Source: an optimization exercise on an open RTL-to-GDS flow (aim: small area and a short achievable clock period). Production flows keep margins and buffers that such runs may drop.
Function was checked by simulation only, so behaviour that the tests miss may differ from the original.
Power and IR drop assume default switching activity.

$ cat flow/flow/run.sh
#!/bin/bash
# The standard layout (the standard.sh: ORFS synthesis through finish),
# with the port buffers made of sky130_fd_sc_hd__buf_1 instead of the
# resizer's default pick.  Every tool's output goes to a log in this folder
# (make's own output to flow_make.log, ORFS's per-step logs under orfs/logs).
set -euo pipefail
export BUFFER_PORTS_ARGS="-buffer_cell sky130_fd_sc_hd__buf_1"
bash standard.sh finish > flow_make.log 2>&1
$ cat flow/design.v
`timescale 1ns / 1ps
module fa(input a, b, c, output s, co);
    assign s = a ^ b ^ c;
    assign co = (a & b) | (a & c) | (b & c);
endmodule
module ha(input a, b, output s, co);
    assign s = a ^ b;
    assign co = a & b;
endmodule
module Optimized_Wallace(
    input clk, rst,
    input [15:0] A, B,
    output reg [31:0] PRODUCT
);
    reg [15:0] ra;
    reg rb15;
    reg one0;
    reg two0;
    reg neg0;
    reg one1;
    reg two1;
    reg neg1;
    reg one2;
    reg two2;
    reg neg2;
    reg one3;
    reg two3;
    reg neg3;
    reg one4;
    reg two4;
    reg neg4;
    reg one5;
    reg two5;
    reg neg5;
    reg one6;
    reg two6;
    reg neg6;
    reg one7;
    reg two7;
    reg neg7;
    reg [92:0] r2;
    reg [54:0] r3;
    reg v1, v2, v3;
    wire pp1 = ((one0 & ra[0])) ^ neg0;
    wire pp2 = ((one0 & ra[1]) | (two0 & ra[0])) ^ neg0;
    wire pp3 = ((one0 & ra[2]) | (two0 & ra[1])) ^ neg0;
    wire pp4 = ((one0 & ra[3]) | (two0 & ra[2])) ^ neg0;
    wire pp5 = ((one0 & ra[4]) | (two0 & ra[3])) ^ neg0;
    wire pp6 = ((one0 & ra[5]) | (two0 & ra[4])) ^ neg0;
    wire pp7 = ((one0 & ra[6]) | (two0 & ra[5])) ^ neg0;
    wire pp8 = ((one0 & ra[7]) | (two0 & ra[6])) ^ neg0;
    wire pp9 = ((one0 & ra[8]) | (two0 & ra[7])) ^ neg0;
    wire pp10 = ((one0 & ra[9]) | (two0 & ra[8])) ^ neg0;
    wire pp11 = ((one0 & ra[10]) | (two0 & ra[9])) ^ neg0;
    wire pp12 = ((one0 & ra[11]) | (two0 & ra[10])) ^ neg0;
    wire pp13 = ((one0 & ra[12]) | (two0 & ra[11])) ^ neg0;
    wire pp14 = ((one0 & ra[13]) | (two0 & ra[12])) ^ neg0;
    wire pp15 = ((one0 & ra[14]) | (two0 & ra[13])) ^ neg0;
    wire pp16 = ((one0 & ra[15]) | (two0 & ra[14])) ^ neg0;
    wire pp17 = ((two0 & ra[15])) ^ neg0;
    wire ns18 = ~neg0;
    wire pp19 = ((one1 & ra[0])) ^ neg1;
    wire pp20 = ((one1 & ra[1]) | (two1 & ra[0])) ^ neg1;
    wire pp21 = ((one1 & ra[2]) | (two1 & ra[1])) ^ neg1;
    wire pp22 = ((one1 & ra[3]) | (two1 & ra[2])) ^ neg1;
    wire pp23 = ((one1 & ra[4]) | (two1 & ra[3])) ^ neg1;
    wire pp24 = ((one1 & ra[5]) | (two1 & ra[4])) ^ neg1;
    wire pp25 = ((one1 & ra[6]) | (two1 & ra[5])) ^ neg1;
    wire pp26 = ((one1 & ra[7]) | (two1 & ra[6])) ^ neg1;
    wire pp27 = ((one1 & ra[8]) | (two1 & ra[7])) ^ neg1;
    wire pp28 = ((one1 & ra[9]) | (two1 & ra[8])) ^ neg1;
    wire pp29 = ((one1 & ra[10]) | (two1 & ra[9])) ^ neg1;
    wire pp30 = ((one1 & ra[11]) | (two1 & ra[10])) ^ neg1;
    wire pp31 = ((one1 & ra[12]) | (two1 & ra[11])) ^ neg1;
    wire pp32 = ((one1 & ra[13]) | (two1 & ra[12])) ^ neg1;
    wire pp33 = ((one1 & ra[14]) | (two1 & ra[13])) ^ neg1;
    wire pp34 = ((one1 & ra[15]) | (two1 & ra[14])) ^ neg1;
    wire pp35 = ((two1 & ra[15])) ^ neg1;
    wire ns36 = ~neg1;
    wire pp37 = ((one2 & ra[0])) ^ neg2;
    wire pp38 = ((one2 & ra[1]) | (two2 & ra[0])) ^ neg2;
    wire pp39 = ((one2 & ra[2]) | (two2 & ra[1])) ^ neg2;
    wire pp40 = ((one2 & ra[3]) | (two2 & ra[2])) ^ neg2;
    wire pp41 = ((one2 & ra[4]) | (two2 & ra[3])) ^ neg2;
    wire pp42 = ((one2 & ra[5]) | (two2 & ra[4])) ^ neg2;
    wire pp43 = ((one2 & ra[6]) | (two2 & ra[5])) ^ neg2;
    wire pp44 = ((one2 & ra[7]) | (two2 & ra[6])) ^ neg2;
    wire pp45 = ((one2 & ra[8]) | (two2 & ra[7])) ^ neg2;
    wire pp46 = ((one2 & ra[9]) | (two2 & ra[8])) ^ neg2;
    wire pp47 = ((one2 & ra[10]) | (two2 & ra[9])) ^ neg2;
    wire pp48 = ((one2 & ra[11]) | (two2 & ra[10])) ^ neg2;
    wire pp49 = ((one2 & ra[12]) | (two2 & ra[11])) ^ neg2;
    wire pp50 = ((one2 & ra[13]) | (two2 & ra[12])) ^ neg2;
    wire pp51 = ((one2 & ra[14]) | (two2 & ra[13])) ^ neg2;
    wire pp52 = ((one2 & ra[15]) | (two2 & ra[14])) ^ neg2;
    wire pp53 = ((two2 & ra[15])) ^ neg2;
    wire ns54 = ~neg2;
    wire pp55 = ((one3 & ra[0])) ^ neg3;
    wire pp56 = ((one3 & ra[1]) | (two3 & ra[0])) ^ neg3;
    wire pp57 = ((one3 & ra[2]) | (two3 & ra[1])) ^ neg3;
    wire pp58 = ((one3 & ra[3]) | (two3 & ra[2])) ^ neg3;
    wire pp59 = ((one3 & ra[4]) | (two3 & ra[3])) ^ neg3;
    wire pp60 = ((one3 & ra[5]) | (two3 & ra[4])) ^ neg3;
    wire pp61 = ((one3 & ra[6]) | (two3 & ra[5])) ^ neg3;
    wire pp62 = ((one3 & ra[7]) | (two3 & ra[6])) ^ neg3;
    wire pp63 = ((one3 & ra[8]) | (two3 & ra[7])) ^ neg3;
    wire pp64 = ((one3 & ra[9]) | (two3 & ra[8])) ^ neg3;
    wire pp65 = ((one3 & ra[10]) | (two3 & ra[9])) ^ neg3;
    wire pp66 = ((one3 & ra[11]) | (two3 & ra[10])) ^ neg3;
    wire pp67 = ((one3 & ra[12]) | (two3 & ra[11])) ^ neg3;
    wire pp68 = ((one3 & ra[13]) | (two3 & ra[12])) ^ neg3;
    wire pp69 = ((one3 & ra[14]) | (two3 & ra[13])) ^ neg3;
    wire pp70 = ((one3 & ra[15]) | (two3 & ra[14])) ^ neg3;
    wire pp71 = ((two3 & ra[15])) ^ neg3;
    wire ns72 = ~neg3;
    wire pp73 = ((one4 & ra[0])) ^ neg4;
    wire pp74 = ((one4 & ra[1]) | (two4 & ra[0])) ^ neg4;
    wire pp75 = ((one4 & ra[2]) | (two4 & ra[1])) ^ neg4;
    wire pp76 = ((one4 & ra[3]) | (two4 & ra[2])) ^ neg4;
    wire pp77 = ((one4 & ra[4]) | (two4 & ra[3])) ^ neg4;
    wire pp78 = ((one4 & ra[5]) | (two4 & ra[4])) ^ neg4;
    wire pp79 = ((one4 & ra[6]) | (two4 & ra[5])) ^ neg4;
    wire pp80 = ((one4 & ra[7]) | (two4 & ra[6])) ^ neg4;
    wire pp81 = ((one4 & ra[8]) | (two4 & ra[7])) ^ neg4;
    wire pp82 = ((one4 & ra[9]) | (two4 & ra[8])) ^ neg4;
    wire pp83 = ((one4 & ra[10]) | (two4 & ra[9])) ^ neg4;
    wire pp84 = ((one4 & ra[11]) | (two4 & ra[10])) ^ neg4;
    wire pp85 = ((one4 & ra[12]) | (two4 & ra[11])) ^ neg4;
    wire pp86 = ((one4 & ra[13]) | (two4 & ra[12])) ^ neg4;
    wire pp87 = ((one4 & ra[14]) | (two4 & ra[13])) ^ neg4;
    wire pp88 = ((one4 & ra[15]) | (two4 & ra[14])) ^ neg4;
    wire pp89 = ((two4 & ra[15])) ^ neg4;
    wire ns90 = ~neg4;
    wire pp91 = ((one5 & ra[0])) ^ neg5;
    wire pp92 = ((one5 & ra[1]) | (two5 & ra[0])) ^ neg5;
    wire pp93 = ((one5 & ra[2]) | (two5 & ra[1])) ^ neg5;
    wire pp94 = ((one5 & ra[3]) | (two5 & ra[2])) ^ neg5;
    wire pp95 = ((one5 & ra[4]) | (two5 & ra[3])) ^ neg5;
    wire pp96 = ((one5 & ra[5]) | (two5 & ra[4])) ^ neg5;
    wire pp97 = ((one5 & ra[6]) | (two5 & ra[5])) ^ neg5;
    wire pp98 = ((one5 & ra[7]) | (two5 & ra[6])) ^ neg5;
    wire pp99 = ((one5 & ra[8]) | (two5 & ra[7])) ^ neg5;
    wire pp100 = ((one5 & ra[9]) | (two5 & ra[8])) ^ neg5;
    wire pp101 = ((one5 & ra[10]) | (two5 & ra[9])) ^ neg5;
    wire pp102 = ((one5 & ra[11]) | (two5 & ra[10])) ^ neg5;
    wire pp103 = ((one5 & ra[12]) | (two5 & ra[11])) ^ neg5;
    wire pp104 = ((one5 & ra[13]) | (two5 & ra[12])) ^ neg5;
    wire pp105 = ((one5 & ra[14]) | (two5 & ra[13])) ^ neg5;
    wire pp106 = ((one5 & ra[15]) | (two5 & ra[14])) ^ neg5;
    wire pp107 = ((two5 & ra[15])) ^ neg5;
    wire ns108 = ~neg5;
    wire pp109 = ((one6 & ra[0])) ^ neg6;
    wire pp110 = ((one6 & ra[1]) | (two6 & ra[0])) ^ neg6;
    wire pp111 = ((one6 & ra[2]) | (two6 & ra[1])) ^ neg6;
    wire pp112 = ((one6 & ra[3]) | (two6 & ra[2])) ^ neg6;
    wire pp113 = ((one6 & ra[4]) | (two6 & ra[3])) ^ neg6;
    wire pp114 = ((one6 & ra[5]) | (two6 & ra[4])) ^ neg6;
    wire pp115 = ((one6 & ra[6]) | (two6 & ra[5])) ^ neg6;
    wire pp116 = ((one6 & ra[7]) | (two6 & ra[6])) ^ neg6;
    wire pp117 = ((one6 & ra[8]) | (two6 & ra[7])) ^ neg6;
    wire pp118 = ((one6 & ra[9]) | (two6 & ra[8])) ^ neg6;
    wire pp119 = ((one6 & ra[10]) | (two6 & ra[9])) ^ neg6;
    wire pp120 = ((one6 & ra[11]) | (two6 & ra[10])) ^ neg6;
    wire pp121 = ((one6 & ra[12]) | (two6 & ra[11])) ^ neg6;
    wire pp122 = ((one6 & ra[13]) | (two6 & ra[12])) ^ neg6;
    wire pp123 = ((one6 & ra[14]) | (two6 & ra[13])) ^ neg6;
    wire pp124 = ((one6 & ra[15]) | (two6 & ra[14])) ^ neg6;
    wire pp125 = ((two6 & ra[15])) ^ neg6;
    wire ns126 = ~neg6;
    wire pp127 = ((one7 & ra[0])) ^ neg7;
    wire pp128 = ((one7 & ra[1]) | (two7 & ra[0])) ^ neg7;
    wire pp129 = ((one7 & ra[2]) | (two7 & ra[1])) ^ neg7;
    wire pp130 = ((one7 & ra[3]) | (two7 & ra[2])) ^ neg7;
    wire pp131 = ((one7 & ra[4]) | (two7 & ra[3])) ^ neg7;
    wire pp132 = ((one7 & ra[5]) | (two7 & ra[4])) ^ neg7;
    wire pp133 = ((one7 & ra[6]) | (two7 & ra[5])) ^ neg7;
    wire pp134 = ((one7 & ra[7]) | (two7 & ra[6])) ^ neg7;
    wire pp135 = ((one7 & ra[8]) | (two7 & ra[7])) ^ neg7;
    wire pp136 = ((one7 & ra[9]) | (two7 & ra[8])) ^ neg7;
    wire pp137 = ((one7 & ra[10]) | (two7 & ra[9])) ^ neg7;
    wire pp138 = ((one7 & ra[11]) | (two7 & ra[10])) ^ neg7;
    wire pp139 = ((one7 & ra[12]) | (two7 & ra[11])) ^ neg7;
    wire pp140 = ((one7 & ra[13]) | (two7 & ra[12])) ^ neg7;
    wire pp141 = ((one7 & ra[14]) | (two7 & ra[13])) ^ neg7;
    wire pp142 = ((one7 & ra[15]) | (two7 & ra[14])) ^ neg7;
    wire pp143 = ((two7 & ra[15])) ^ neg7;
    wire ns144 = ~neg7;
    wire pp145 = rb15 & ra[0];
    wire pp146 = rb15 & ra[1];
    wire pp147 = rb15 & ra[2];
    wire pp148 = rb15 & ra[3];
    wire pp149 = rb15 & ra[4];
    wire pp150 = rb15 & ra[5];
    wire pp151 = rb15 & ra[6];
    wire pp152 = rb15 & ra[7];
    wire pp153 = rb15 & ra[8];
    wire pp154 = rb15 & ra[9];
    wire pp155 = rb15 & ra[10];
    wire pp156 = rb15 & ra[11];
    wire pp157 = rb15 & ra[12];
    wire pp158 = rb15 & ra[13];
    wire pp159 = rb15 & ra[14];
    wire pp160 = rb15 & ra[15];
    wire s161, c162;
    fa u_s161 (.a(pp3), .b(pp19), .c(neg1), .s(s161), .co(c162));
    wire s163, c164;
    fa u_s163 (.a(pp5), .b(pp21), .c(pp37), .s(s163), .co(c164));
    wire s165, c166;
    fa u_s165 (.a(pp6), .b(pp22), .c(pp38), .s(s165), .co(c166));
    wire s167, c168;
    fa u_s167 (.a(pp7), .b(pp23), .c(pp39), .s(s167), .co(c168));
    wire s169, c170;
    fa u_s169 (.a(pp8), .b(pp24), .c(pp40), .s(s169), .co(c170));
    wire s171, c172;
    fa u_s171 (.a(pp9), .b(pp25), .c(pp41), .s(s171), .co(c172));
    wire s173, c174;
    fa u_s173 (.a(pp57), .b(pp73), .c(neg4), .s(s173), .co(c174));
    wire s175, c176;
    fa u_s175 (.a(pp10), .b(pp26), .c(pp42), .s(s175), .co(c176));
    wire s177, c178;
    fa u_s177 (.a(pp11), .b(pp27), .c(pp43), .s(s177), .co(c178));
    wire s179, c180;
    fa u_s179 (.a(pp59), .b(pp75), .c(pp91), .s(s179), .co(c180));
    wire s181, c182;
    fa u_s181 (.a(pp12), .b(pp28), .c(pp44), .s(s181), .co(c182));
    wire s183, c184;
    fa u_s183 (.a(pp60), .b(pp76), .c(pp92), .s(s183), .co(c184));
    wire s185, c186;
    fa u_s185 (.a(pp13), .b(pp29), .c(pp45), .s(s185), .co(c186));
    wire s187, c188;
    fa u_s187 (.a(pp61), .b(pp77), .c(pp93), .s(s187), .co(c188));
    wire s189, c190;
    fa u_s189 (.a(pp14), .b(pp30), .c(pp46), .s(s189), .co(c190));
    wire s191, c192;
    fa u_s191 (.a(pp62), .b(pp78), .c(pp94), .s(s191), .co(c192));
    wire s193, c194;
    fa u_s193 (.a(pp15), .b(pp31), .c(pp47), .s(s193), .co(c194));
    wire s195, c196;
    fa u_s195 (.a(pp63), .b(pp79), .c(pp95), .s(s195), .co(c196));
    wire s197, c198;
    fa u_s197 (.a(pp111), .b(pp127), .c(neg7), .s(s197), .co(c198));
    wire s199, c200;
    fa u_s199 (.a(pp16), .b(pp32), .c(pp48), .s(s199), .co(c200));
    wire s201, c202;
    fa u_s201 (.a(pp64), .b(pp80), .c(pp96), .s(s201), .co(c202));
    wire s203, c204;
    ha u_s203 (.a(pp112), .b(pp128), .s(s203), .co(c204));
    wire s205, c206;
    fa u_s205 (.a(pp17), .b(pp33), .c(pp49), .s(s205), .co(c206));
    wire s207, c208;
    fa u_s207 (.a(pp65), .b(pp81), .c(pp97), .s(s207), .co(c208));
    wire s209, c210;
    fa u_s209 (.a(pp113), .b(pp129), .c(pp145), .s(s209), .co(c210));
    wire s211, c212;
    fa u_s211 (.a(neg0), .b(pp34), .c(pp50), .s(s211), .co(c212));
    wire s213, c214;
    fa u_s213 (.a(pp66), .b(pp82), .c(pp98), .s(s213), .co(c214));
    wire s215, c216;
    fa u_s215 (.a(pp114), .b(pp130), .c(pp146), .s(s215), .co(c216));
    wire s217, c218;
    fa u_s217 (.a(neg0), .b(pp35), .c(pp51), .s(s217), .co(c218));
    wire s219, c220;
    fa u_s219 (.a(pp67), .b(pp83), .c(pp99), .s(s219), .co(c220));
    wire s221, c222;
    fa u_s221 (.a(pp115), .b(pp131), .c(pp147), .s(s221), .co(c222));
    wire s223, c224;
    fa u_s223 (.a(ns18), .b(ns36), .c(pp52), .s(s223), .co(c224));
    wire s225, c226;
    fa u_s225 (.a(pp68), .b(pp84), .c(pp100), .s(s225), .co(c226));
    wire s227, c228;
    fa u_s227 (.a(pp116), .b(pp132), .c(pp148), .s(s227), .co(c228));
    wire s229 = ~(pp53 ^ pp69);
    wire c230 = pp53 | pp69;
    wire s231, c232;
    fa u_s231 (.a(pp85), .b(pp101), .c(pp117), .s(s231), .co(c232));
    wire s233, c234;
    ha u_s233 (.a(pp133), .b(pp149), .s(s233), .co(c234));
    wire s235, c236;
    fa u_s235 (.a(ns54), .b(pp70), .c(pp86), .s(s235), .co(c236));
    wire s237, c238;
    fa u_s237 (.a(pp102), .b(pp118), .c(pp134), .s(s237), .co(c238));
    wire s239 = ~(pp71 ^ pp87);
    wire c240 = pp71 | pp87;
    wire s241, c242;
    fa u_s241 (.a(pp103), .b(pp119), .c(pp135), .s(s241), .co(c242));
    wire s243, c244;
    fa u_s243 (.a(ns72), .b(pp88), .c(pp104), .s(s243), .co(c244));
    wire s245, c246;
    fa u_s245 (.a(pp120), .b(pp136), .c(pp152), .s(s245), .co(c246));
    wire s247 = ~(pp89 ^ pp105);
    wire c248 = pp89 | pp105;
    wire s249, c250;
    fa u_s249 (.a(pp121), .b(pp137), .c(pp153), .s(s249), .co(c250));
    wire s251, c252;
    fa u_s251 (.a(ns90), .b(pp106), .c(pp122), .s(s251), .co(c252));
    wire s253 = ~(pp107 ^ pp123);
    wire c254 = pp107 | pp123;
    wire s255, c256;
    fa u_s255 (.a(ns108), .b(pp124), .c(pp140), .s(s255), .co(c256));
    wire s257 = ~(pp125 ^ pp141);
    wire c258 = pp125 | pp141;
    wire s259, c260;
    fa u_s259 (.a(ns126), .b(pp142), .c(pp158), .s(s259), .co(c260));
    wire s261 = ~(pp143 ^ pp159);
    wire c262 = pp143 | pp159;
    wire s263, c264;
    fa u_s263 (.a(c162), .b(pp4), .c(pp20), .s(s263), .co(c264));
    wire s265, c266;
    fa u_s265 (.a(c166), .b(s167), .c(pp55), .s(s265), .co(c266));
    wire s267, c268;
    fa u_s267 (.a(c168), .b(s169), .c(pp56), .s(s267), .co(c268));
    wire s269, c270;
    fa u_s269 (.a(c170), .b(s171), .c(s173), .s(s269), .co(c270));
    wire s271, c272;
    fa u_s271 (.a(c172), .b(c174), .c(s175), .s(s271), .co(c272));
    wire s273, c274;
    fa u_s273 (.a(c176), .b(s177), .c(s179), .s(s273), .co(c274));
    wire s275, c276;
    fa u_s275 (.a(c178), .b(c180), .c(s181), .s(s275), .co(c276));
    wire s277, c278;
    fa u_s277 (.a(c182), .b(c184), .c(s185), .s(s277), .co(c278));
    wire s279, c280;
    fa u_s279 (.a(s187), .b(pp109), .c(neg6), .s(s279), .co(c280));
    wire s281, c282;
    fa u_s281 (.a(c186), .b(c188), .c(s189), .s(s281), .co(c282));
    wire s283, c284;
    ha u_s283 (.a(s191), .b(pp110), .s(s283), .co(c284));
    wire s285, c286;
    fa u_s285 (.a(c190), .b(c192), .c(s193), .s(s285), .co(c286));
    wire s287, c288;
    ha u_s287 (.a(s195), .b(s197), .s(s287), .co(c288));
    wire s289, c290;
    fa u_s289 (.a(c194), .b(c196), .c(c198), .s(s289), .co(c290));
    wire s291, c292;
    fa u_s291 (.a(s199), .b(s201), .c(s203), .s(s291), .co(c292));
    wire s293, c294;
    fa u_s293 (.a(c200), .b(c202), .c(c204), .s(s293), .co(c294));
    wire s295, c296;
    fa u_s295 (.a(s205), .b(s207), .c(s209), .s(s295), .co(c296));
    wire s297, c298;
    fa u_s297 (.a(c206), .b(c208), .c(c210), .s(s297), .co(c298));
    wire s299, c300;
    fa u_s299 (.a(s211), .b(s213), .c(s215), .s(s299), .co(c300));
    wire s301, c302;
    fa u_s301 (.a(c212), .b(c214), .c(c216), .s(s301), .co(c302));
    wire s303, c304;
    fa u_s303 (.a(s217), .b(s219), .c(s221), .s(s303), .co(c304));
    wire s305, c306;
    fa u_s305 (.a(c218), .b(c220), .c(c222), .s(s305), .co(c306));
    wire s307, c308;
    fa u_s307 (.a(s223), .b(s225), .c(s227), .s(s307), .co(c308));
    wire s309, c310;
    fa u_s309 (.a(c224), .b(c226), .c(c228), .s(s309), .co(c310));
    wire s311, c312;
    fa u_s311 (.a(s229), .b(s231), .c(s233), .s(s311), .co(c312));
    wire s313, c314;
    fa u_s313 (.a(c230), .b(c232), .c(c234), .s(s313), .co(c314));
    wire s315, c316;
    fa u_s315 (.a(s235), .b(s237), .c(pp150), .s(s315), .co(c316));
    wire s317, c318;
    fa u_s317 (.a(c236), .b(c238), .c(s239), .s(s317), .co(c318));
    wire s319, c320;
    ha u_s319 (.a(s241), .b(pp151), .s(s319), .co(c320));
    wire s321, c322;
    fa u_s321 (.a(c240), .b(c242), .c(s243), .s(s321), .co(c322));
    wire s323, c324;
    fa u_s323 (.a(c244), .b(c246), .c(s247), .s(s323), .co(c324));
    wire s325, c326;
    fa u_s325 (.a(c248), .b(c250), .c(s251), .s(s325), .co(c326));
    wire s327, c328;
    fa u_s327 (.a(c252), .b(s253), .c(pp139), .s(s327), .co(c328));
    wire s329, c330;
    fa u_s329 (.a(c254), .b(s255), .c(pp156), .s(s329), .co(c330));
    wire s331, c332;
    fa u_s331 (.a(c256), .b(s257), .c(pp157), .s(s331), .co(c332));
    wire s333, c334;
    fa u_s333 (.a(c262), .b(ns144), .c(pp160), .s(s333), .co(c334));
    wire s335, c336;
    fa u_s335 (.a(r2[5]), .b(r2[6]), .c(r2[7]), .s(s335), .co(c336));
    wire s337, c338;
    fa u_s337 (.a(r2[16]), .b(r2[17]), .c(r2[18]), .s(s337), .co(c338));
    wire s339, c340;
    fa u_s339 (.a(r2[20]), .b(r2[21]), .c(r2[22]), .s(s339), .co(c340));
    wire s341, c342;
    fa u_s341 (.a(r2[23]), .b(r2[24]), .c(r2[25]), .s(s341), .co(c342));
    wire s343, c344;
    fa u_s343 (.a(r2[26]), .b(r2[27]), .c(r2[28]), .s(s343), .co(c344));
    wire s345, c346;
    fa u_s345 (.a(r2[29]), .b(r2[30]), .c(r2[31]), .s(s345), .co(c346));
    wire s347, c348;
    fa u_s347 (.a(r2[33]), .b(r2[34]), .c(r2[35]), .s(s347), .co(c348));
    wire s349, c350;
    fa u_s349 (.a(r2[37]), .b(r2[38]), .c(r2[39]), .s(s349), .co(c350));
    wire s351, c352;
    fa u_s351 (.a(r2[41]), .b(r2[42]), .c(r2[43]), .s(s351), .co(c352));
    wire s353, c354;
    fa u_s353 (.a(r2[45]), .b(r2[46]), .c(r2[47]), .s(s353), .co(c354));
    wire s355, c356;
    fa u_s355 (.a(r2[49]), .b(r2[50]), .c(r2[51]), .s(s355), .co(c356));
    wire s357, c358;
    fa u_s357 (.a(r2[53]), .b(r2[54]), .c(r2[55]), .s(s357), .co(c358));
    wire s359, c360;
    fa u_s359 (.a(r2[57]), .b(r2[58]), .c(r2[59]), .s(s359), .co(c360));
    wire s361, c362;
    fa u_s361 (.a(r2[61]), .b(r2[62]), .c(r2[63]), .s(s361), .co(c362));
    wire s363, c364;
    fa u_s363 (.a(r2[65]), .b(r2[66]), .c(r2[67]), .s(s363), .co(c364));
    wire s365, c366;
    fa u_s365 (.a(r2[69]), .b(r2[70]), .c(r2[71]), .s(s365), .co(c366));
    wire s367, c368;
    fa u_s367 (.a(r2[73]), .b(r2[74]), .c(r2[75]), .s(s367), .co(c368));
    wire s369, c370;
    fa u_s369 (.a(r2[76]), .b(r2[77]), .c(r2[78]), .s(s369), .co(c370));
    wire s371, c372;
    fa u_s371 (.a(r2[80]), .b(r2[81]), .c(r2[82]), .s(s371), .co(c372));
    wire s373, c374;
    fa u_s373 (.a(r2[87]), .b(r2[88]), .c(r2[89]), .s(s373), .co(c374));
    wire s375, c376;
    fa u_s375 (.a(c336), .b(r2[8]), .c(r2[9]), .s(s375), .co(c376));
    wire s377, c378;
    ha u_s377 (.a(r2[10]), .b(r2[11]), .s(s377), .co(c378));
    wire s379, c380;
    ha u_s379 (.a(r2[12]), .b(r2[13]), .s(s379), .co(c380));
    wire s381, c382;
    ha u_s381 (.a(r2[14]), .b(r2[15]), .s(s381), .co(c382));
    wire s383, c384;
    ha u_s383 (.a(s337), .b(r2[19]), .s(s383), .co(c384));
    wire s385, c386;
    ha u_s385 (.a(c338), .b(s339), .s(s385), .co(c386));
    wire s387, c388;
    ha u_s387 (.a(c340), .b(s341), .s(s387), .co(c388));
    wire s389, c390;
    ha u_s389 (.a(c342), .b(s343), .s(s389), .co(c390));
    wire s391, c392;
    fa u_s391 (.a(c344), .b(s345), .c(r2[32]), .s(s391), .co(c392));
    wire s393, c394;
    fa u_s393 (.a(c346), .b(s347), .c(r2[36]), .s(s393), .co(c394));
    wire s395, c396;
    fa u_s395 (.a(c348), .b(s349), .c(r2[40]), .s(s395), .co(c396));
    wire s397, c398;
    fa u_s397 (.a(c350), .b(s351), .c(r2[44]), .s(s397), .co(c398));
    wire s399, c400;
    fa u_s399 (.a(c352), .b(s353), .c(r2[48]), .s(s399), .co(c400));
    wire s401, c402;
    fa u_s401 (.a(c354), .b(s355), .c(r2[52]), .s(s401), .co(c402));
    wire s403, c404;
    fa u_s403 (.a(c356), .b(s357), .c(r2[56]), .s(s403), .co(c404));
    wire s405, c406;
    fa u_s405 (.a(c358), .b(s359), .c(r2[60]), .s(s405), .co(c406));
    wire s407, c408;
    fa u_s407 (.a(c360), .b(s361), .c(r2[64]), .s(s407), .co(c408));
    wire s409, c410;
    fa u_s409 (.a(c362), .b(s363), .c(r2[68]), .s(s409), .co(c410));
    wire s411, c412;
    fa u_s411 (.a(c364), .b(s365), .c(r2[72]), .s(s411), .co(c412));
    wire s413, c414;
    ha u_s413 (.a(c366), .b(s367), .s(s413), .co(c414));
    wire s415, c416;
    fa u_s415 (.a(c368), .b(s369), .c(r2[79]), .s(s415), .co(c416));
    wire s417, c418;
    ha u_s417 (.a(c370), .b(s371), .s(s417), .co(c418));
    wire s419, c420;
    fa u_s419 (.a(c372), .b(r2[83]), .c(r2[84]), .s(s419), .co(c420));
    wire s421, c422;
    ha u_s421 (.a(r2[85]), .b(r2[86]), .s(s421), .co(c422));
    wire s423, c424;
    fa u_s423 (.a(c374), .b(r2[90]), .c(r2[91]), .s(s423), .co(c424));
    wire g425, p426;
    ha u_p426 (.a(r2[0]), .b(r2[1]), .s(p426), .co(g425));
    wire g427, p428;
    ha u_p428 (.a(c376), .b(s377), .s(p428), .co(g427));
    wire g429, p430;
    ha u_p430 (.a(c378), .b(s379), .s(p430), .co(g429));
    wire g431, p432;
    ha u_p432 (.a(c380), .b(s381), .s(p432), .co(g431));
    wire g433, p434;
    ha u_p434 (.a(c382), .b(s383), .s(p434), .co(g433));
    wire g435, p436;
    ha u_p436 (.a(c384), .b(s385), .s(p436), .co(g435));
    wire g437, p438;
    ha u_p438 (.a(c386), .b(s387), .s(p438), .co(g437));
    wire g439, p440;
    ha u_p440 (.a(c388), .b(s389), .s(p440), .co(g439));
    wire g441, p442;
    ha u_p442 (.a(c390), .b(s391), .s(p442), .co(g441));
    wire g443, p444;
    ha u_p444 (.a(c392), .b(s393), .s(p444), .co(g443));
    wire g445, p446;
    ha u_p446 (.a(c394), .b(s395), .s(p446), .co(g445));
    wire g447, p448;
    ha u_p448 (.a(c396), .b(s397), .s(p448), .co(g447));
    wire g449, p450;
    ha u_p450 (.a(c398), .b(s399), .s(p450), .co(g449));
    wire g451, p452;
    ha u_p452 (.a(c400), .b(s401), .s(p452), .co(g451));
    wire g453, p454;
    ha u_p454 (.a(c402), .b(s403), .s(p454), .co(g453));
    wire g455, p456;
    ha u_p456 (.a(c404), .b(s405), .s(p456), .co(g455));
    wire g457, p458;
    ha u_p458 (.a(c406), .b(s407), .s(p458), .co(g457));
    wire g459, p460;
    ha u_p460 (.a(c408), .b(s409), .s(p460), .co(g459));
    wire g461, p462;
    ha u_p462 (.a(c410), .b(s411), .s(p462), .co(g461));
    wire g463, p464;
    ha u_p464 (.a(c412), .b(s413), .s(p464), .co(g463));
    wire g465, p466;
    ha u_p466 (.a(c414), .b(s415), .s(p466), .co(g465));
    wire g467, p468;
    ha u_p468 (.a(c416), .b(s417), .s(p468), .co(g467));
    wire g469, p470;
    ha u_p470 (.a(c418), .b(s419), .s(p470), .co(g469));
    wire g471, p472;
    ha u_p472 (.a(c420), .b(s421), .s(p472), .co(g471));
    wire g473, p474;
    ha u_p474 (.a(c422), .b(s373), .s(p474), .co(g473));
    wire g475, p476;
    ha u_p476 (.a(c424), .b(r2[92]), .s(p476), .co(g475));
    wire t477 = p426 | g425;
    wire t478 = p428 | g427;
    wire t479 = p430 | g429;
    wire t480 = p432 | g431;
    wire t481 = p434 | g433;
    wire G482 = 1'b0 | (r2[2] & g425);
    wire P483 = r2[2] & t477;
    wire G484 = 1'b0 | (r2[4] & 1'b0);
    wire P485 = r2[4] & r2[3];
    wire G486 = 1'b0 | (s375 & 1'b0);
    wire P487 = s375 & s335;
    wire G488 = g429 | (t479 & g427);
    wire P489 = t479 & t478;
    wire G490 = g433 | (t481 & g431);
    wire P491 = t481 & t480;
    wire G492 = 1'b0 | (r2[3] & G482);
    wire P493 = r2[3] & P483;
    wire G494 = G484 | (P485 & G482);
    wire P495 = P485 & P483;
    wire G496 = g427 | (t478 & G486);
    wire P497 = t478 & P487;
    wire G498 = G488 | (P489 & G486);
    wire P499 = P489 & P487;
    wire G500 = 1'b0 | (s335 & G494);
    wire P501 = s335 & P495;
    wire G502 = G486 | (P487 & G494);
    wire P503 = P487 & P495;
    wire G504 = G496 | (P497 & G494);
    wire P505 = P497 & P495;
    wire G506 = G498 | (P499 & G494);
    wire P507 = P499 & P495;
    wire G508 = g431 | (t480 & G506);
    wire P509 = t480 & P507;
    wire G510 = G490 | (P491 & G506);
    wire P511 = P491 & P507;
    wire sum512 = p426;
    wire sum513 = r2[2] ^ g425;
    wire sum514 = r2[3] ^ G482;
    wire sum515 = r2[4] ^ G492;
    wire sum516 = s335 ^ G494;
    wire sum517 = s375 ^ G500;
    wire sum518 = p428 ^ G502;
    wire sum519 = p430 ^ G504;
    wire sum520 = p432 ^ G506;
    wire sum521 = p434 ^ G508;
    wire t522 = r3[11] | r3[12];
    wire t523 = r3[13] | r3[14];
    wire t524 = r3[15] | r3[16];
    wire t525 = r3[17] | r3[18];
    wire t526 = r3[19] | r3[20];
    wire t527 = r3[21] | r3[22];
    wire t528 = r3[23] | r3[24];
    wire t529 = r3[25] | r3[26];
    wire t530 = r3[27] | r3[28];
    wire t531 = r3[29] | r3[30];
    wire t532 = r3[31] | r3[32];
    wire t533 = r3[33] | r3[34];
    wire t534 = r3[35] | r3[36];
    wire t535 = r3[37] | r3[38];
    wire t536 = r3[39] | r3[40];
    wire t537 = r3[41] | r3[42];
    wire t538 = r3[43] | r3[44];
    wire t539 = r3[45] | r3[46];
    wire t540 = r3[47] | r3[48];
    wire t541 = r3[49] | r3[50];
    wire t542 = r3[51] | r3[52];
    wire t543 = r3[53] | r3[54];
    wire g544 = r3[12] | (r3[11] & r3[10]);
    wire G545 = r3[14] | (t523 & g544);
    wire P546 = t523 & t522;
    wire G547 = r3[18] | (t525 & r3[16]);
    wire P548 = t525 & t524;
    wire G549 = r3[22] | (t527 & r3[20]);
    wire P550 = t527 & t526;
    wire G551 = r3[26] | (t529 & r3[24]);
    wire P552 = t529 & t528;
    wire G553 = r3[30] | (t531 & r3[28]);
    wire P554 = t531 & t530;
    wire G555 = r3[34] | (t533 & r3[32]);
    wire P556 = t533 & t532;
    wire G557 = r3[38] | (t535 & r3[36]);
    wire P558 = t535 & t534;
    wire G559 = r3[42] | (t537 & r3[40]);
    wire P560 = t537 & t536;
    wire G561 = r3[46] | (t539 & r3[44]);
    wire P562 = t539 & t538;
    wire G563 = r3[50] | (t541 & r3[48]);
    wire P564 = t541 & t540;
    wire G565 = r3[54] | (t543 & r3[52]);
    wire P566 = t543 & t542;
    wire G567 = G547 | (P548 & G545);
    wire P568 = P548 & P546;
    wire G569 = G551 | (P552 & G549);
    wire P570 = P552 & P550;
    wire G571 = G555 | (P556 & G553);
    wire P572 = P556 & P554;
    wire G573 = G559 | (P560 & G557);
    wire P574 = P560 & P558;
    wire G575 = G563 | (P564 & G561);
    wire P576 = P564 & P562;
    wire G577 = G569 | (P570 & G567);
    wire P578 = P570 & P568;
    wire G579 = G573 | (P574 & G571);
    wire P580 = P574 & P572;
    wire G581 = G579 | (P580 & G577);
    wire P582 = P580 & P578;
    wire G583 = G571 | (P572 & G577);
    wire P584 = P572 & P578;
    wire G585 = G575 | (P576 & G581);
    wire P586 = P576 & P582;
    wire G587 = G549 | (P550 & G567);
    wire P588 = P550 & P568;
    wire G589 = G553 | (P554 & G577);
    wire P590 = P554 & P578;
    wire G591 = G557 | (P558 & G583);
    wire P592 = P558 & P584;
    wire G593 = G561 | (P562 & G581);
    wire P594 = P562 & P582;
    wire G595 = G565 | (P566 & G585);
    wire P596 = P566 & P586;
    wire G597 = r3[16] | (t524 & G545);
    wire P598 = t524 & P546;
    wire G599 = r3[20] | (t526 & G567);
    wire P600 = t526 & P568;
    wire G601 = r3[24] | (t528 & G587);
    wire P602 = t528 & P588;
    wire G603 = r3[28] | (t530 & G577);
    wire P604 = t530 & P578;
    wire G605 = r3[32] | (t532 & G589);
    wire P606 = t532 & P590;
    wire G607 = r3[36] | (t534 & G583);
    wire P608 = t534 & P584;
    wire G609 = r3[40] | (t536 & G591);
    wire P610 = t536 & P592;
    wire G611 = r3[44] | (t538 & G581);
    wire P612 = t538 & P582;
    wire G613 = r3[48] | (t540 & G593);
    wire P614 = t540 & P594;
    wire G615 = r3[52] | (t542 & G585);
    wire P616 = t542 & P586;
    wire sum617 = r3[11] ^ r3[10];
    wire sum618 = r3[13] ^ g544;
    wire sum619 = r3[15] ^ G545;
    wire sum620 = r3[17] ^ G597;
    wire sum621 = r3[19] ^ G567;
    wire sum622 = r3[21] ^ G599;
    wire sum623 = r3[23] ^ G587;
    wire sum624 = r3[25] ^ G601;
    wire sum625 = r3[27] ^ G577;
    wire sum626 = r3[29] ^ G603;
    wire sum627 = r3[31] ^ G589;
    wire sum628 = r3[33] ^ G605;
    wire sum629 = r3[35] ^ G583;
    wire sum630 = r3[37] ^ G607;
    wire sum631 = r3[39] ^ G591;
    wire sum632 = r3[41] ^ G609;
    wire sum633 = r3[43] ^ G581;
    wire sum634 = r3[45] ^ G611;
    wire sum635 = r3[47] ^ G593;
    wire sum636 = r3[49] ^ G613;
    wire sum637 = r3[51] ^ G585;
    wire sum638 = r3[53] ^ G615;
    wire [31:0] sum = {sum638, sum637, sum636, sum635, sum634, sum633, sum632, sum631, sum630, sum629, sum628, sum627, sum626, sum625, sum624, sum623, sum622, sum621, sum620, sum619, sum618, sum617, r3[9], r3[8], r3[7], r3[6], r3[5], r3[4], r3[3], r3[2], r3[1], r3[0]};
    always @(posedge clk or posedge rst) begin
        if (rst) begin
            v1 <= 1'b0; v2 <= 1'b0; v3 <= 1'b0;
            PRODUCT <= 32'd0;
        end else begin
            v1 <= 1'b1; v2 <= v1; v3 <= v2;
            PRODUCT <= sum & {32{v3}};
        end
    end
    always @(posedge clk) begin
        ra <= A;
        rb15 <= B[15];
        one0 <= B[0] ^ 1'b0;
        two0 <= (B[1] & ~B[0] & ~1'b0) | (~B[1] & B[0] & 1'b0);
        neg0 <= B[1] & ~(B[0] & 1'b0);
        one1 <= B[2] ^ B[1];
        two1 <= (B[3] & ~B[2] & ~B[1]) | (~B[3] & B[2] & B[1]);
        neg1 <= B[3] & ~(B[2] & B[1]);
        one2 <= B[4] ^ B[3];
        two2 <= (B[5] & ~B[4] & ~B[3]) | (~B[5] & B[4] & B[3]);
        neg2 <= B[5] & ~(B[4] & B[3]);
        one3 <= B[6] ^ B[5];
        two3 <= (B[7] & ~B[6] & ~B[5]) | (~B[7] & B[6] & B[5]);
        neg3 <= B[7] & ~(B[6] & B[5]);
        one4 <= B[8] ^ B[7];
        two4 <= (B[9] & ~B[8] & ~B[7]) | (~B[9] & B[8] & B[7]);
        neg4 <= B[9] & ~(B[8] & B[7]);
        one5 <= B[10] ^ B[9];
        two5 <= (B[11] & ~B[10] & ~B[9]) | (~B[11] & B[10] & B[9]);
        neg5 <= B[11] & ~(B[10] & B[9]);
        one6 <= B[12] ^ B[11];
        two6 <= (B[13] & ~B[12] & ~B[11]) | (~B[13] & B[12] & B[11]);
        neg6 <= B[13] & ~(B[12] & B[11]);
        one7 <= B[14] ^ B[13];
        two7 <= (B[15] & ~B[14] & ~B[13]) | (~B[15] & B[14] & B[13]);
        neg7 <= B[15] & ~(B[14] & B[13]);
        r2 <= {s333, s261, c260, s259, c258, c332, s331, c330, s329, c328, pp155, s327, c326, pp154, pp138, s325, c324, s249, s323, c322, s245, s321, c320, c318, s319, s317, c316, c314, s315, s313, c312, c310, s311, s309, c308, c306, s307, s305, c304, c302, s303, s301, c300, c298, s299, s297, c296, c294, s295, s293, c292, c290, s291, s289, c288, c286, s287, s285, c284, c282, s283, s281, c280, c278, s279, s277, c276, s183, s275, c274, neg5, s273, c272, pp74, pp58, s271, c270, s269, c268, s267, c266, neg3, s265, s165, c164, neg2, s163, c264, s263, s161, pp2, neg0, pp1};
        r3 <= {g475, p476, 1'b0, s423, g473, p474, g471, p472, g469, p470, g467, p468, g465, p466, g463, p464, g461, p462, g459, p460, g457, p458, g455, p456, g453, p454, g451, p452, g449, p450, g447, p448, g445, p446, g443, p444, g441, p442, g439, p440, g437, p438, g435, p436, G510, sum521, sum520, sum519, sum518, sum517, sum516, sum515, sum514, sum513, sum512};
    end
endmodule
$ cat flow/standard.sh
#!/bin/bash
# synth_recipe.tcl (not shown) runs the flow's synth.tcl, then flattens the netlist and writes it again
# the make line also repeats each setting of config.mk as NAME=value (left out here)
make -C /OpenROAD-flow-scripts/flow DESIGN_CONFIG=/design/flow/config.mk WORK_HOME=/design/flow/orfs CLKGATE_MAP_FILE= SYNTH_SCRIPT=/design/flow/synth_recipe.tcl "${@:-finish}"
$ cat flow/constraint.sdc
create_clock -name core_clock -period 3.0 [get_ports {clk}]
set_input_delay 0.6000 -clock core_clock [delete_from_list [all_inputs] [get_ports {clk}]]
set_output_delay 0.6000 -clock core_clock [all_outputs]
set_load 0.01 [all_outputs]
$ cat flow/config.mk
export PLATFORM = sky130hd
export DESIGN_NAME = Optimized_Wallace
export DESIGN_NICKNAME = Optimized_Wallace
export VERILOG_FILES = /design/flow/design.v
export SDC_FILE = /design/flow/constraint.sdc
export NUM_CORES = 4
export LEC_CHECK = 0
export CAP_MARGIN = 20
export CORE_MARGIN = 2
export CORE_UTILIZATION = 60
export CTS_BUF_LIST = sky130_fd_sc_hd__clkbuf_16
export CTS_CLUSTER_DIAMETER = 100
export CTS_CLUSTER_SIZE = 25
export SETUP_SLACK_MARGIN = 1.4
export SLEW_MARGIN = 20
export SYNTH_HIERARCHICAL = 1
export SYNTH_MINIMUM_KEEP_SIZE = 0
export TNS_END_PERCENT = 0
==> reports/metrics.yaml, run 1 <==
route:
  drt-wirelength-per-cell_um: 19.80
  finalWirelength_um: 23700
  drtAntennaViolNets: 0
  viasPerCell: 5.788
  drtIter0Drc: 726
  drt_pass1_iterations: 6
  drc: 0
  vias: 6928
yosys:
  synthCells: 948
  synth_common_cells: "dfxtp_1, xnor2_1, a22oi_1"
  ys.flop_type: "dfxtp_1"
  ys_seq_area_frac: 0.4105
  synth_edf_count: 0
  ys_types: 46
  synth_top_area_frac: 0.3327
  yosysMostFrequentCell: "dfxtp_1"
  ys_warn_count: 7
  synth_top_area_cell: "dfxtp_1"
  synth_fp_nets: 1152
  netlist_area_sq_mm: 0.01125
  avgSynthCellArea_sq_um: 11.87
  synth.ff_latch_count: 222
  async_flop_share: 0.1577
  netlist_top_cells_area: "dfxtp_1, fa_1, xnor2_1"
cells_and_area:
  fin_util: 0.6521
  drive_gt1_frac: 0.08411
  area_growth_pct: 7.672
  fin_nets: 1163
  antennaDiodeCount: 0
  layout.cells.non_filler: 1197
run_status:
  status: "timing/DRC/antenna clean"
timing:
  finalHoldViolations: 0
  drv_slew: 0
  clock.fmax_ghz: 0.4711
  worst_slew_pin_slew_ns: 0.6811
  hold_slack_ns: 0.1709
  finClkSkew_ns: 0.01361
  grt_setup_unrepaired: "yes"
  min_period_over_period: 0.7076
  max_slew_margin: 0.5460
  finalSetupTns_ns: 0
  period_minus_slack_ns: 2.123
  setup_violations: 0
clock_tree:
  clk_pin_slew_ns: 0.10
  cts_tree: "built"
  cts_buffers: 12
  insertion_delay_ns: 0.48
  cts_max_level: 1
  cts_hold_buf: 0
  clockBufferDepth: 3
  clkSinkCount: 222
  cts-root-buf: "clkbuf_16"
worst_setup_path:
  required_ns: 3.35
  crit_type: "flip-flop to flip-flop"
  path_cells: "a22oi_1 > xnor2_1 > fa_1 > fa_1"
  critPathMaxFanout: 16
  critPathLaunchType: "flip-flop"
  slowest_stage: "dfxtp_2"
  cp_common_cell: "fa_1"
  endpoint_kind: "flip-flop"
  worst-path-stages: 4
  worst-path-buf-inv: 0
  ff2ff_path_depth: 4
  path_delay_family: "adder cells"
  cp_slowest_stage_delay_ns: 0.59
  arrival_ns: 2.47
global_routing:
  grt_pass1_vias: 7218
  track_usage: 0.2476
  antenna_found_initial: 0
  grt_first_pass_wirelength_um: 38520
  overflow: 0
  grt_max_degree: 36
die:
  die_height_um: 141.0
  die_area_sq_mm: 0.01987
  start_util: 0.6057
  die_x_um: 141.0
  core.rowCount: 50
  ioPinCount: 66
  core_area_sq_mm: 0.01858
min_path:
  hold_class: "input pin to asynchronous set/reset pin"
placed_design:
  dp.final_hpwl_um: 16680
  portBuffers: 65
  globalplace.congestion: 0.9266
  dp.cells: 1176
pwr:
  vdd_drop_max_v: 0.0004408
  power_frac_clock: 0.149
  combPwrFrac: 0.423
  p_leak_nw: 4.804
  switchingPower_mw: 4.099
  power_density_mw_per_mm2: 936.4
  switching_share: 0.3612
  p_seq_frac: 0.427
  p_int_mw: 7.248
job:
  drv_cap: 0
==> per-module statistics from Yosys (local to each module, per instance) <==
module / cells / flops+latches / times used / cell area [sq um]
Optimized_Wallace: 796 / 222 / 1 / 8518
fa: 1 / 0 / 111 / 20.02
ha: 1 / 0 / 41 / 12.51
==> flip-flops by register name (all words and copies together), names as in the netlist, 16 cells and up <==
| signal | count |
|---|---|
| r2 | 93 |
| r3 | 53 |
| PRODUCT | 32 |
| ra | 16 |
==> final timing paths <==
path                               end  startpoint  slack [ns]
max                             r2[40]        two0        0.88
min                        PRODUCT[24]         rst        0.17
max reg2reg                     r2[40]        two0        0.88
min reg2reg                         v2          v1        0.36
max in group asynchronous  PRODUCT[17]         rst        2.54
min in group core_clock          ra[7]        A[7]        0.20
==> metrics by stage <==
stage                     setup WS (ns)  power [mW]  area [sq um]
after CTS                        0.9011       11.46         12090
after detailed placement         0.5109       9.625         11620
final                            0.8772       11.35         12120
after global routing             0.7911       12.45         12120
after global placement           0.5275       9.394         11620
after floorplan                  0.9963       8.094         11460
==> cells by family (layout without fill, tap and decap cells) <==
family	count (synthesis)	in the layout	share of synthesized area
muxes	4	4	0.003558
AOI/OAI and AO/OA	177	177	0.1135
buffers and inverters	112	127	0.03736
DFF	222	222	0.4105
adders and majority gates	170	170	0.2631
other	1	1	0.0003332
and+or+nand+nor	110	110	0.05337
xor gates and xnor gates	152	152	0.1183
==> routing by layer <==
layer  vias to the layer above  global-route usage  share of wire
met1                      3394              0.3604           0.45
met2                       318              0.3769           0.45
li1                       3171                   -              -
met5                         -                   0              0
met4                         0             0.07842          0.018
met3                        45             0.04993          0.084
==> worst min-delay path: stages <==
cell	delay [ns]
buf_1	0.07
inv_1	0.04
buf_4	0.36
==> area by class of cell <==
class                           count  area [sq um]
Clock buffer                       13         325.3
Clock inverter                      5         20.02
Fill cell                        1457          6464
Inverter                           28         105.1
Multi-Input combinational cell    614          6285
Sequential cell                   222          4721
Tap cell                          234         292.8
Timing Repair Buffer               81         367.9
==> what timing repair did <==
item                       4_1_cts  5_1_grt
pin swaps                        5        0
setup endpoints to repair      124      144
resized for setup               53        9
buffers inserted                 3        0
==> layout by cell type, fill, tap and decap left out, drive strengths merged, types with 6 or more instances in the layout <==
| cell | instances |
|---|---|
| and2 | 28 |
| nand2 | 26 |
| dfxtp | 187 |
| buf | 81 |
| dfrtp | 35 |
| xnor2 | 148 |
| inv | 32 |
| a22oi | 121 |
| o21ai | 20 |
| a21oi | 12 |
| nor2 | 13 |
| nand3b | 7 |
| nor2b | 9 |
| nand2b | 12 |
| nor3 | 6 |
| clkbuf | 13 |
| ha | 59 |
| fa | 111 |
==> power groups by stage <==
| stage | Clock (mW) | Combinational [mW] | Sequential (mW) |
|---|---|---|---|
| 2_1_floorplan | 0 | 3.42 | 4.68 |
| 3_3_place_gp | 0 | 4.53 | 4.86 |
| 3_5_place_dp | 0 | 4.72 | 4.91 |
| 4_1_cts | 1.75 | 4.86 | 4.85 |
| 5_1_grt | 1.85 | 5.63 | 4.97 |
| 6_report | 1.69 | 4.80 | 4.85 |
==> run 2: changes to the inputs <==
--- a/flow/config.mk
+++ b/flow/config.mk
@@ -5,6 +5,7 @@
 export SDC_FILE = /design/flow/constraint.sdc
 export NUM_CORES = 4
 export LEC_CHECK = 0
+export ABC_AREA = 1
 export CAP_MARGIN = 20
 export CORE_MARGIN = 2
 export CORE_UTILIZATION = 60
==> run 2 against run 1 <==
Utilization grew 7.0 points; still clean on timing, DRC and antenna; flip-flop and latch count is the same; largest power group is now combinational logic; register-to-register slack lost 0.07 ns; critical path type unchanged; critical endpoint is now r2[56]; synthesized area shrank 0.54%; clock-buffer cell count is the same; power shrank 1.5%; non-clock buffer count grew 57; critical path depth grew 2; clock power is essentially flat; sequential power shrank 4%.
==> reports/metrics.yaml, run 2 <==
route:
  drc: 0
  drt_pass1_iterations: 5
  finalWirelength_um: 24670
  drtIter0Drc: 584
  drtAntennaViolNets: 0
  drt-wirelength-per-cell_um: 17.99
  vias: 7492
  viasPerCell: 5.465
yosys:
  synth_top_area_frac: 0.3345
  muxShareOfSynthArea: 0
  synth_fa_ha_area_frac: 0.2645
  synth_fp_nets: 1239
  synth_edf_count: 0
  ys_seq_area_frac: 0.4127
  ys_warn_count: 7
  synth_top_family_by_area: "adder cells"
  ys_types: 31
  synthCells: 1035
  yosysMostFrequentCell: "dfxtp_1"
  avgSynthCellArea_sq_um: 10.81
  synth_compound_area_frac: 0.08753
  async_flop_share: 0.1577
  netlist_top_cells_area: "dfxtp_1, fa_1, xor2_1"
  synth_top_area_cell: "dfxtp_1"
  netlist_area_sq_mm: 0.01119
  ys.flop_type: "dfxtp_1"
  synth-simple-area-share: 0.06115
  synth.ff_latch_count: 222
  synthXorXnorAreaFrac: 0.1127
  synth_common_cells: "dfxtp_1, xor2_1, inv_1"
timing:
  setup_violations: 0
  hold_slack_ns: 0.07759
  finalHoldViolations: 0
  worst_slew_pin_slew_ns: 0.6197
  drv_slew: 0
  finClkSkew_ns: 0.01608
  finalSetupTns_ns: 0
  clock.fmax_ghz: 0.4558
  grt_setup_unrepaired: "yes"
  period_minus_slack_ns: 2.194
  min_period_over_period: 0.7314
  max_slew_margin: 0.5843
  setup_slack_ns: 0.8059
global_routing:
  antenna_found_initial: 0
  overflow: 0
  track_usage: 0.2547
  grt_first_pass_wirelength_um: 39520
  grt_pass1_vias: 7635
  grt_max_degree: 27
cells_and_area:
  fillers: 1333
  register_area_sq_mm: 0.004664
  fin_area_sq_mm: 0.01310
  multi_input_area_sq_mm: 0.006141
  fin_nets: 1341
  regMostFlops: "r2"
  largest_reg_flops: 93
  drive_gt1_frac: 0.1813
  antennaDiodeCount: 0
  fin_util: 0.7217
  layout_common_cells: "dfxtp_1, xor2_1, fa_1, o22ai_1, inv_1"
  layout.cells.non_filler: 1371
  reg_top3: "r2 x93, r3 x53, PRODUCT x32"
  area_growth_pct: 17.03
  mostFrequentLayoutCell: "dfxtp_1"
worst_setup_path:
  worst-path-buf-inv: 2
  crit_type: "flip-flop to flip-flop"
  critPathLaunchType: "flip-flop"
  endpoint_kind: "flip-flop"
  slowest_stage: "fa_1"
  critPathMaxFanout: 16
  path_delay_family: "adder cells"
  cp_common_cell: "fa_1"
  path_cells: "clkinvlp_4 > buf_12 > o22ai_1 > xor2_1 > fa_1 > fa_1"
  cp_slowest_stage_delay_ns: 0.48
  arrival_ns: 2.56
  required_ns: 3.37
run_status:
  status: "timing/DRC/antenna clean"
placed_design:
  dp.final_hpwl_um: 17120
  portBuffers: 65
  dpl_cell_area_sq_mm: 0.01167
  globalplace.congestion: 0.9106
  dpl_worst_slack_ns: 0.6657
  dp.cells: 1288
clock_tree:
  insertion_delay_ns: 0.48
  clk_pin_slew_ns: 0.10
  cts_hold_buf: 0
  cts_max_level: 1
  cts-root-buf: "clkbuf_16"
  clkSinkCount: 222
  cts_tree: "built"
  clockBufferDepth: 3
  cts_buffers: 12
die:
  core.rowCount: 49
  die_height_um: 140.6
  start_util: 0.6167
  core_area_sq_mm: 0.01815
  ioPinCount: 66
  die_area_sq_mm: 0.01976
  die_x_um: 140.6
job:
  drv_cap: 0
pwr:
  power_density_mw_per_mm2: 853.2
  vdd_drop_max_v: 0.0006100
  finalPower_mw: 11.17
  p_leak_nw: 6.005
min_path:
  hold_class: "input pin to asynchronous set/reset pin"
==> run 2: changes by cell type in the layout (fill, tap and decap cells not counted), sizes merged, moves of 9 or more <==
cell / delta
clkinvlp: +31
nand2b: -12
o22ai: +121
xnor2: -145
xor2: +137
inv: +70
nor2: +26
nor2b: -9
nand3: +10
nand2: +70
buf: +57
a22oi: -121
and2: -28
==> run 2: where the power goes <==
group / total, mW / internal [mW] / switching [mW]
combinational: 4.77 / 2.18 / 2.60
sequential: 4.68 / 4.12 / 0.559
clock: 1.72 / 0.789 / 0.932
==> run 2: cell families (layout without fill, tap and decap cells) <==
| family | count (synthesis) | in the layout |
|---|---|---|
| simple gates | 160 | 160 |
| fa+ha+maj | 170 | 170 |
| other cells | 1 | 1 |
| xor+xnor | 144 | 144 |
| flops | 222 | 222 |
| buf+inv | 179 | 286 |
| compound gates | 159 | 159 |
==> run 2: worst paths after layout <==
| path | from | depth (start not counted) | to | slack, ns |
|---|---|---|---|---|
| worst max-delay path | ra[13] | 6 | r2[56] | 0.81 |
| worst min-delay path | rst | 2 | PRODUCT[10] | 0.08 |
| worst max register to register | ra[13] | 6 | r2[56] | 0.81 |
| worst min register to register | v1 | 0 | v2 | 0.36 |
| max in group asynchronous | rst | 3 | PRODUCT[30] | 2.26 |
| min in group core_clock | A[0] | 1 | ra[0] | 0.20 |
==> run 2: layer usage <==
| layer | vias up | global-route usage | part of all wire | wire, um |
|---|---|---|---|---|
| met5 | - | 0 | 0 | 0 |
| met4 | 0 | 0.07579 | 0.023 | 576 |
| met3 | 42 | 0.03567 | 0.074 | 1825 |
| met2 | 300 | 0.3934 | 0.45 | 11180 |
| met1 | 3635 | 0.3797 | 0.45 | 11080 |
| li1 | 3515 | - | - | - |
==> run 2: repair_timing <==
item	in CTS	in global routing
buffers inserted	57	5
gates cloned	2	0
setup endpoints to repair	127	144
resized for setup	69	26
pin swaps	22	13
==> run 2: final cells by class <==
cell class	count	area share
timing repair inverter	2	0.001146
timing repair buffer	138	0.08063
multi-input combinational	634	0.4689
clock inverter	6	0.001815
inverter	127	0.04471
clock buffer	13	0.02484
sequential	222	0.3561
tap	229	0.02188
==> run 2: worst register-to-register path, stage by stage (launching register included) <==
cell and delay (ns):
dfxtp_1 0.38, clkinvlp_4 0.11, buf_12 0.15, o22ai_1 0.18, xor2_1 0.31, fa_1 0.47, fa_1 0.48
==> run 2: per-module statistics from Yosys, one instance, submodules excluded <==
module	cells inside	flip-flops and latches
Optimized_Wallace	883	222
fa	1	0
ha	1	0
==> run 3: changes to the inputs <==
--- a/flow/config.mk
+++ b/flow/config.mk
@@ -5,14 +5,13 @@
 export SDC_FILE = /design/flow/constraint.sdc
 export NUM_CORES = 4
 export LEC_CHECK = 0
-export ABC_AREA = 1
 export CAP_MARGIN = 20
 export CORE_MARGIN = 2
 export CORE_UTILIZATION = 60
 export CTS_BUF_LIST = sky130_fd_sc_hd__clkbuf_16
 export CTS_CLUSTER_DIAMETER = 100
 export CTS_CLUSTER_SIZE = 25
-export SETUP_SLACK_MARGIN = 1.4
+export SETUP_SLACK_MARGIN = 1.8
 export SLEW_MARGIN = 20
 export SYNTH_HIERARCHICAL = 1
 export SYNTH_MINIMUM_KEEP_SIZE = 0
==> run 3 against run 2 <==
Cell area decreased by 7.5%; non-clock buffer count decreased by 57; register-to-register slack improved by 0.07 ns; maximum frequency increased by 3.4%; clock skew decreased by 0.0025 ns; combinational power about the same; sequential power increased by 4%; largest power group is now registers.
==> reports/metrics.yaml, run 3 <==
run_status:
  status: "timing/DRC/antenna clean"
job:
  drv_cap: 0
timing:
  grt_setup_unrepaired: "yes"
  hold_slack_ns: 0.1709
  finalHoldViolations: 0
  period_minus_slack_ns: 2.123
  max_slew_margin: 0.5460
  drv_slew: 0
  min_period_over_period: 0.7076
  setup_violations: 0
  setup_slack_ns: 0.8772
  worst_slew_pin_slew_ns: 0.6811
  finClkSkew_ns: 0.01361
  clock.fmax_ghz: 0.4711
  finalSetupTns_ns: 0
min_path:
  hold_class: "input pin to asynchronous set/reset pin"
pwr:
  vdd_drop_max_v: 0.0004408
  p_leak_nw: 4.804
  power_density_mw_per_mm2: 936.4
  finalPower_mw: 11.35
die:
  core.rowCount: 50
  start_util: 0.6057
  die_height_um: 141.0
  die_area_sq_mm: 0.01987
  die_x_um: 141.0
  ioPinCount: 66
  core_area_sq_mm: 0.01858
cells_and_area:
  fin_nets: 1163
  drive_gt1_frac: 0.08411
  layout_common_cells: "dfxtp_1, xnor2_1, a22oi_1, fa_1, buf_1"
  fillers: 1457
  antennaDiodeCount: 0
  largest_reg_flops: 93
  reg_top3: "r2 x93, r3 x53, PRODUCT x32"
  mostFrequentLayoutCell: "dfxtp_1"
  regMostFlops: "r2"
  multi_input_area_sq_mm: 0.006285
  fin_util: 0.6521
  register_area_sq_mm: 0.004721
  area_growth_pct: 7.672
route:
  drt-met1-wl_um: 10690
  topRoutingLayerUsed: "met4"
  viasPerCell: 5.788
  finalWirelength_um: 23700
  vias: 6928
  drtAntennaViolNets: 0
  drc: 0
  wl_met3_um: 1980
  met2_length_um: 10600
  drt-wirelength-per-cell_um: 19.80
  drt_pass1_iterations: 6
  drtIter0Drc: 726
worst_setup_path:
  arrival_ns: 2.47
  path_cells: "a22oi_1 > xnor2_1 > fa_1 > fa_1"
  crit_type: "flip-flop to flip-flop"
  required_ns: 3.35
  regToRegSetupSlack_ns: 0.88
  critPathLaunchType: "flip-flop"
  cp_common_cell: "fa_1"
  rr_endpoint: "r2[40]"
  cp_slowest_stage_delay_ns: 0.59
  timing.rr.start: "two0"
  ff2ff_path_depth: 4
  critPathMaxFanout: 16
  endpoint_kind: "flip-flop"
  slowest_stage: "dfxtp_2"
yosys:
  synth_top_area_frac: 0.3327
  yosysMostFrequentCell: "dfxtp_1"
  netlist_top_cells_area: "dfxtp_1, fa_1, xnor2_1"
  synthCells: 948
  avgSynthCellArea_sq_um: 11.87
  synth_edf_count: 0
  ys_warn_count: 7
  ys_seq_area_frac: 0.4105
  netlist_area_sq_mm: 0.01125
  ys_types: 46
  synth_top_area_cell: "dfxtp_1"
  async_flop_share: 0.1577
  synth_common_cells: "dfxtp_1, xnor2_1, a22oi_1"
  synth.ff_latch_count: 222
  synth_fp_nets: 1152
  ys.flop_type: "dfxtp_1"
placed_design:
  globalplace.congestion: 0.9266
  dpl_worst_slack_ns: 0.5109
  portBuffers: 65
  dp.final_hpwl_um: 16680
global_routing:
  overflow: 0
  grt_first_pass_wirelength_um: 38520
  grt_pass1_vias: 7218
  antenna_found_initial: 0
  grt_max_degree: 36
  track_usage: 0.2476
clock_tree:
  clkSinkCount: 222
  clk_pin_slew_ns: 0.10
  clockBufferDepth: 3
  insertion_delay_ns: 0.48
  cts_buffers: 12
  cts_max_level: 1
  cts-root-buf: "clkbuf_16"
  cts_tree: "built"
==> run 3: power breakdown <==
group / switching [mW] / internal, mW
combinational: 2.45 / 2.35
clock: 0.907 / 0.786
sequential: 0.739 / 4.11
total: 4.10 / 7.25
==> run 3: cell type report <==
type | count | area share
multi-input combinational | 614 | 0.5187
sequential | 222 | 0.3896
timing repair buffer | 81 | 0.03036
clock buffer | 13 | 0.02685
tap | 234 | 0.02416
inverter | 28 | 0.008674
clock inverter | 5 | 0.001652
==> run 3: metal layers <==
layer / GRT usage / vias to the layer above
li1: - / 3171
met1: 0.3604 / 3394
met2: 0.3769 / 318
met3: 0.04993 / 45
met4: 0.07842 / 0
met5: 0 / -
==> run 3: per-module statistics from Yosys (local to each module, per instance) <==
module | cell area (sq um) | cells inside | times used
Optimized_Wallace | 8518 | 796 | 1
ha | 12.51 | 1 | 41
fa | 20.02 | 1 | 111
==> run 3: what timing repair did <==
action | 4_1_cts | 5_1_grt
pin swaps | 5 | 0
endpoints found under the setup margin | 188 | 183
gates resized for setup | 53 | 9
setup buffers | 3 | 0
hold buffers | 0 | 0
==> run 3: logic make-up after synthesis <==
logic type	Yosys count	share of synthesized area
AND/OR/NAND/NOR	110	0.05337
AO/OA/AOI/OAI	177	0.1135
multiplexers	4	0.003558
adder cells (fa/ha/maj)	170	0.2631
other	1	0.0003332
flip-flops	222	0.4105
XOR/XNOR	152	0.1183
buffers and inverters	112	0.03736
==> run 3: metrics by stage <==
stage | instances | instance area, sq um
2_1_floorplan | 948 | 11460
4_1_cts | 1197 | 12090
5_1_grt | 1197 | 12120
3_5_place_dp | 1176 | 11620
3_3_place_gp | 1176 | 11620
6_report | 1197 | 12120
==> run 3: worst max-delay path by stage <==
stage	from	slack (ns)	to	cells past startpoint
3_5_place_dp	ra[4]	0.51	r2[10]	4
4_1_cts	r3[37]	0.90	PRODUCT[31]	9
5_1_grt	r3[41]	0.79	PRODUCT[31]	9
6_report	two0	0.88	r2[40]	4
3_3_place_gp	ra[6]	0.53	r2[10]	4
2_1_floorplan	r3[37]	1.0	PRODUCT[30]	8
==> run 3: critical path, delay by kind of cell (launching register included) <==
| kind | cells | cell delay (ns) |
|---|---|---|
| fa+ha+maj | 2 | 1.08 |
| flops | 1 | 0.59 |
| xor+xnor | 1 | 0.18 |
| compound gates | 1 | 0.14 |

## re-timing with driven ports
The results above use ideal ports. As a check the final layouts listed here were re-extracted and re-timed, cells and wires unchanged.
Step 1 (the two cells are an assumption about what drives the block):
set clk [get_ports {clk}]
set_driving_cell -lib_cell sky130_fd_sc_hd__clkbuf_16 $clk
set_driving_cell -lib_cell sky130_fd_sc_hd__buf_2 [delete_from_list [all_inputs] $clk]
Step 2 also shifts input and output timing later by t, the mid clock arrival at the registers, as if the neighbouring blocks saw the same clock.
Slacks: ideal / step 1 / step 2; pairs: ideal / step 1.
| run | shift t [ns] | slack for setup (ns) | worst hold slack (ns) |
|---|---|---|---|
| run 1 | 0.513 | 0.877 / 0.877 / 0.877 | 0.171 / 0.148 / 0.362 |
| run 2 | 0.518 | 0.806 / 0.806 / 0.806 | 0.078 / 0.052 / 0.356 |
| run 3 | 0.513 | 0.877 / 0.877 / 0.877 | 0.171 / 0.148 / 0.362 |
After both steps setup and hold are still met in every run listed.
